What follows belongs to an exercise in optimizing a design on an open flow for small area, a short achievable clock period and few clock cycles; a production flow would make more cautious choices.

==> inputs of onyx <==
==> flow/design.v <==
module gift_shop_part1(
    input clk,
    input rst,
    input [31:0] data_in,
    input valid_in,
    output ready,
    output reg finished,
    output [63:0] result
);
    assign ready = !rst;
    reg [1:0]  wc;
    reg [31:0] r0;       
    reg [31:0] r1;       
    reg [15:0] r2;       
    reg eph, sph;        
    reg m1, m2, m3;      
    reg [16:0] b_r;
    reg [2:0]  k_r;
    reg [37:0] z;
    reg [53:0] acc;
    reg [5:0]  rcnt;
    assign result = {10'd0, acc};
    function [16:0] pow10;
        input [2:0] e;
        case (e)
            3'd0: pow10 = 17'd1;
            3'd1: pow10 = 17'd10;
            3'd2: pow10 = 17'd100;
            3'd3: pow10 = 17'd1000;
            3'd4: pow10 = 17'd10000;
            default: pow10 = 17'd100000;
        endcase
    endfunction
    wire [39:0] un = eph ? {r1[7:0], r0} : {r2, r1[31:8]};
    reg  [3:0]  nd;
    integer i;
    always @* begin
        nd = 4'd1;
        for (i = 1; i < 10; i = i + 1)
            if (un[4*i +: 4] != 4'd0) nd = i + 1;
    end
    wire [2:0]  ku = eph ? nd[3:1] : k_r;
    wire [39:0] ush = un >> {ku, 2'b00};
    reg  [19:0] hmask;
    always @* begin
        case (ku)
            3'd1: hmask = 20'h0000f;
            3'd2: hmask = 20'h000ff;
            3'd3: hmask = 20'h00fff;
            3'd4: hmask = 20'h0ffff;
            3'd5: hmask = 20'hfffff;
            default: hmask = 20'h00000;
        endcase
    end
    wire [19:0] hh = ush[19:0] & hmask;
    wire [19:0] ll = un[19:0] & hmask;
    wire lt = ll < hh;
    wire gt = ll > hh;
    wire [16:0] hb = hh[3:0] + hh[7:4] * 4'd10 + hh[11:8] * 7'd100
                   + hh[15:12] * 10'd1000 + hh[19:16] * 14'd10000;
    wire [16:0] b_e = nd[0] ? pow10(nd[3:1]) - 17'd1 : hb - lt;
    wire [16:0] a_s = (nd == {k_r, 1'b0}) ? hb + gt : pow10(k_r - 3'd1);
    wire zero_s = (k_r == 3'd0) || (nd > {k_r, 1'b0});
    wire [17:0] u = a_s + b_r;
    wire [16:0] v = b_r + 17'd1 - a_s;
    wire [17:0] p_s = u[0] ? u : {1'b0, u[17:1]};
    wire [16:0] q_s = zero_s ? 17'd0 : (u[0] ? {1'b0, v[16:1]} : v);
    wire [16:0] mx = m3 ? z[33:17] : z[16:0];
    wire [17:0] my = m1 ? z[34:17] : {1'b0, pow10(z[37:35])};
    wire [34:0] pr = mx * my;
    always @(posedge clk) begin
        if (rst) begin
            wc <= 2'd0;
            eph <= 1'b0;
            sph <= 1'b0;
            m1 <= 1'b0;
            m2 <= 1'b0;
            m3 <= 1'b0;
            acc <= 54'd0;
            rcnt <= 6'd0;
            finished <= 1'b0;
        end else begin
            eph <= valid_in && wc == 2'd1;
            sph <= valid_in && wc == 2'd2;
            m1 <= sph;
            m2 <= m1;
            m3 <= m2;
            if (valid_in) wc <= (wc == 2'd2) ? 2'd0 : wc + 2'd1;
            if ((m1 || m2 || m3) && !finished)
                acc <= acc + (m3 ? {2'b0, pr, 17'd0} : {19'd0, pr});
            if (m3) rcnt <= rcnt + 6'd1;
            if (m3 && rcnt == 6'd33) finished <= 1'b1;
        end
        if (valid_in && wc == 2'd0) r0 <= data_in;
        if (valid_in && wc == 2'd1) r1 <= data_in;
        if (valid_in && wc == 2'd2) r2 <= data_in[15:0];
        if (eph) begin
            b_r <= b_e;
            k_r <= nd[3:1];
        end
        if (sph) z <= {k_r, p_s, q_s};
        if (m1) z[34:0] <= {2'b0, pr[32:0]};
    end
endmodule
==> flow/run.sh <==
#!/bin/bash
# synth_recipe.tcl (not shown) runs the flow's synth.tcl, then flattens the netlist and writes it again
# the make line also repeats each setting of config.mk as NAME=value (left out here)
make -C /OpenROAD-flow-scripts/flow DESIGN_CONFIG=/design/flow/config.mk WORK_HOME=/design/flow/orfs CLKGATE_MAP_FILE= SYNTH_SCRIPT=/design/flow/synth_recipe.tcl finish
==> flow/config.mk <==
export PLATFORM = sky130hd
export DESIGN_NAME = gift_shop_part1
export DESIGN_NICKNAME = gift_shop_part1
export VERILOG_FILES = /design/flow/design.v
export SDC_FILE = /design/flow/constraint.sdc
export NUM_CORES = 4
export LEC_CHECK = 0
export CAP_MARGIN = 20
export CORE_MARGIN = 2
export CORE_UTILIZATION = 40
export PLACE_DENSITY = 0.6
export SLEW_MARGIN = 20
==> flow/constraint.sdc <==
create_clock -name core_clock -period 10.0 [get_ports {clk}]
set_input_delay 2.0000 -clock core_clock [delete_from_list [all_inputs] [get_ports {clk}]]
set_output_delay 2.0000 -clock core_clock [all_outputs]
set_load 0.01 [all_outputs]
==> tundra (differences from onyx) <==
==> flow/design.v (replaced) <==
module gift_shop_part1(
    input clk,
    input rst,
    input [31:0] data_in,
    input valid_in,
    output ready,
    output reg finished,
    output [63:0] result
);
    assign ready = !rst;
    reg [1:0]  wc;
    reg [31:0] r0;       
    reg [31:0] r1;       
    reg [15:0] r2;       
    reg eph, sph, s2, m1, m2, m3, m4;
    reg [16:0] b_r;      
    reg [16:0] c_r;      
    reg [2:0]  k_r;
    reg        zero_r;
    reg [37:0] z;        
    reg [34:0] pp;       
    reg [53:0] acc;
    reg [5:0]  rcnt;
    assign result = {10'd0, acc};
    function [16:0] pow10;
        input [2:0] e;
        case (e)
            3'd0: pow10 = 17'd1;
            3'd1: pow10 = 17'd10;
            3'd2: pow10 = 17'd100;
            3'd3: pow10 = 17'd1000;
            3'd4: pow10 = 17'd10000;
            default: pow10 = 17'd100000;
        endcase
    endfunction
    function [16:0] nines;
        input [2:0] e;
        case (e)
            3'd1: nines = 17'd9;
            3'd2: nines = 17'd99;
            3'd3: nines = 17'd999;
            3'd4: nines = 17'd9999;
            3'd5: nines = 17'd99999;
            default: nines = 17'd0;
        endcase
    endfunction
    wire [39:0] un = eph ? {r1[7:0], r0} : {r2, r1[31:8]};
    reg  [3:0]  nd;
    integer i;
    always @* begin
        nd = 4'd1;
        for (i = 1; i < 10; i = i + 1)
            if (un[4*i +: 4] != 4'd0) nd = i + 1;
    end
    wire [2:0] ku = eph ? nd[3:1] : k_r;
    reg  [19:0] hh, ll;
    always @* begin
        case (ku)
            3'd1: begin hh = {16'd0, un[7:4]};    ll = {16'd0, un[3:0]};  end
            3'd2: begin hh = {12'd0, un[15:8]};   ll = {12'd0, un[7:0]};  end
            3'd3: begin hh = {8'd0,  un[23:12]};  ll = {8'd0,  un[11:0]}; end
            3'd4: begin hh = {4'd0,  un[31:16]};  ll = {4'd0,  un[15:0]}; end
            3'd5: begin hh = un[39:20];           ll = un[19:0];          end
            default: begin hh = 20'd0; ll = 20'd0; end
        endcase
    end
    wire lt = ll < hh;
    wire gt = ll > hh;
    wire f  = eph ? lt : !gt;
    wire [16:0] hconv = hh[3:0] + hh[7:4] * 4'd10 + hh[11:8] * 7'd100
                      + hh[15:12] * 10'd1000 + hh[19:16] * 14'd10000 - f;
    wire [3:0] k2 = {k_r, 1'b0};
    wire use_alt = eph ? nd[0] : (nd != k2);
    wire [16:0] alt = nines(eph ? nd[3:1] : k_r - 3'd1);
    wire [16:0] ures = use_alt ? alt : hconv;
    wire zero_s = (k_r == 3'd0) || (nd > k2);
    wire [17:0] u = b_r + c_r + 18'd1;
    wire [16:0] v = b_r - c_r;
    wire [17:0] p_s = u[0] ? u : {1'b0, u[17:1]};
    wire [16:0] q_s = zero_r ? 17'd0 : (u[0] ? {1'b0, v[16:1]} : v);
    wire [16:0] mx = m1 ? z[16:0] : m2 ? pp[16:0] : z[33:17];
    wire [17:0] my = m1 ? z[34:17] : {1'b0, pow10(z[37:35])};
    wire [34:0] pr = mx * my;
    always @(posedge clk) begin
        if (rst) begin
            wc <= 2'd0;
            eph <= 1'b0;
            sph <= 1'b0;
            s2 <= 1'b0;
            m1 <= 1'b0;
            m2 <= 1'b0;
            m3 <= 1'b0;
            m4 <= 1'b0;
            acc <= 54'd0;
            rcnt <= 6'd0;
            finished <= 1'b0;
        end else begin
            eph <= valid_in && wc == 2'd1;
            sph <= valid_in && wc == 2'd2;
            s2 <= sph;
            m1 <= s2;
            m2 <= m1;
            m3 <= m2;
            m4 <= m3;
            if (valid_in) wc <= (wc == 2'd2) ? 2'd0 : wc + 2'd1;
            if ((m2 || m3 || m4) && !finished)
                acc <= acc + (m4 ? {2'b0, pp, 17'd0} : {19'd0, pp});
            if (m4) rcnt <= rcnt + 6'd1;
            if (m4 && rcnt == 6'd33) finished <= 1'b1;
        end
        if (valid_in && wc == 2'd0) r0 <= data_in;
        if (valid_in && wc == 2'd1) r1 <= data_in;
        if (valid_in && wc == 2'd2) r2 <= data_in[15:0];
        if (eph) begin
            b_r <= ures;
            k_r <= nd[3:1];
        end
        if (sph) begin
            c_r <= ures;
            zero_r <= zero_s;
        end
        if (s2) z <= {k_r, p_s, q_s};
        if (m2) z[33:17] <= {1'b0, pp[32:17]};
        pp <= pr;
    end
endmodule
==> run summary <==
- onyx finished clean. tundra produced a clean layout.
- Between tundra and onyx, the lower register-to-register slack is in onyx (gap 0.80 ns).
- Between onyx and tundra, the lower utilization is in tundra (gap 1.3 points).
- Between tundra and onyx, the lower wire length is in tundra (gap about 10%, measured against onyx).
- In tundra the via count is lower than in onyx, by 9.7%.
- In onyx the cell count is larger than in tundra, by about 7%.
- Against tundra, the clock skew of onyx is higher by 0.017 ns.
- Of tundra and onyx, tundra has the higher sequential share of layout area (gap 4.6 points).
- Between tundra and onyx, the lower global-route usage is in tundra (gap 2.0 points).
- Of tundra and onyx, onyx has the higher synthesized cell count (gap about 6.5%, measured against onyx).
Function was not checked in any run of this note: the RTL went through the layout flow alone.

static timing again, ports no longer ideal:
In the flow no input, the clock included, has a driving cell. The finished layouts below were timed again as built, in two steps.
Step 1 sets driving cells, clkbuf_16 on the clock port and buf_2 on the other inputs (assumed; they add their load-dependent delay and slew).
Step 2 adds t to the input delays and takes it off the output delays; t is the mean of the earliest and latest rising clock arrival at the registers after step 1. Input paths then give back, and output paths get back, about the clock's delay inside the block.
Slacks: no drivers / after step 1 / after step 2; pairs: no drivers / after step 1.
run	t, ns	slack for setup (ns)	worst hold slack (ns)	worst setup path after step 2	worst data-port slew with drivers (ns)
onyx	0.615	0.451 / 0.451 / 0.451	0.477 / 0.477 / 0.477	register to register	0.04
tundra	0.627	1.250 / 1.250 / 1.250	0.457 / 0.457 / 0.457	register to register	0.04
After both steps setup and hold are still met in every run listed.
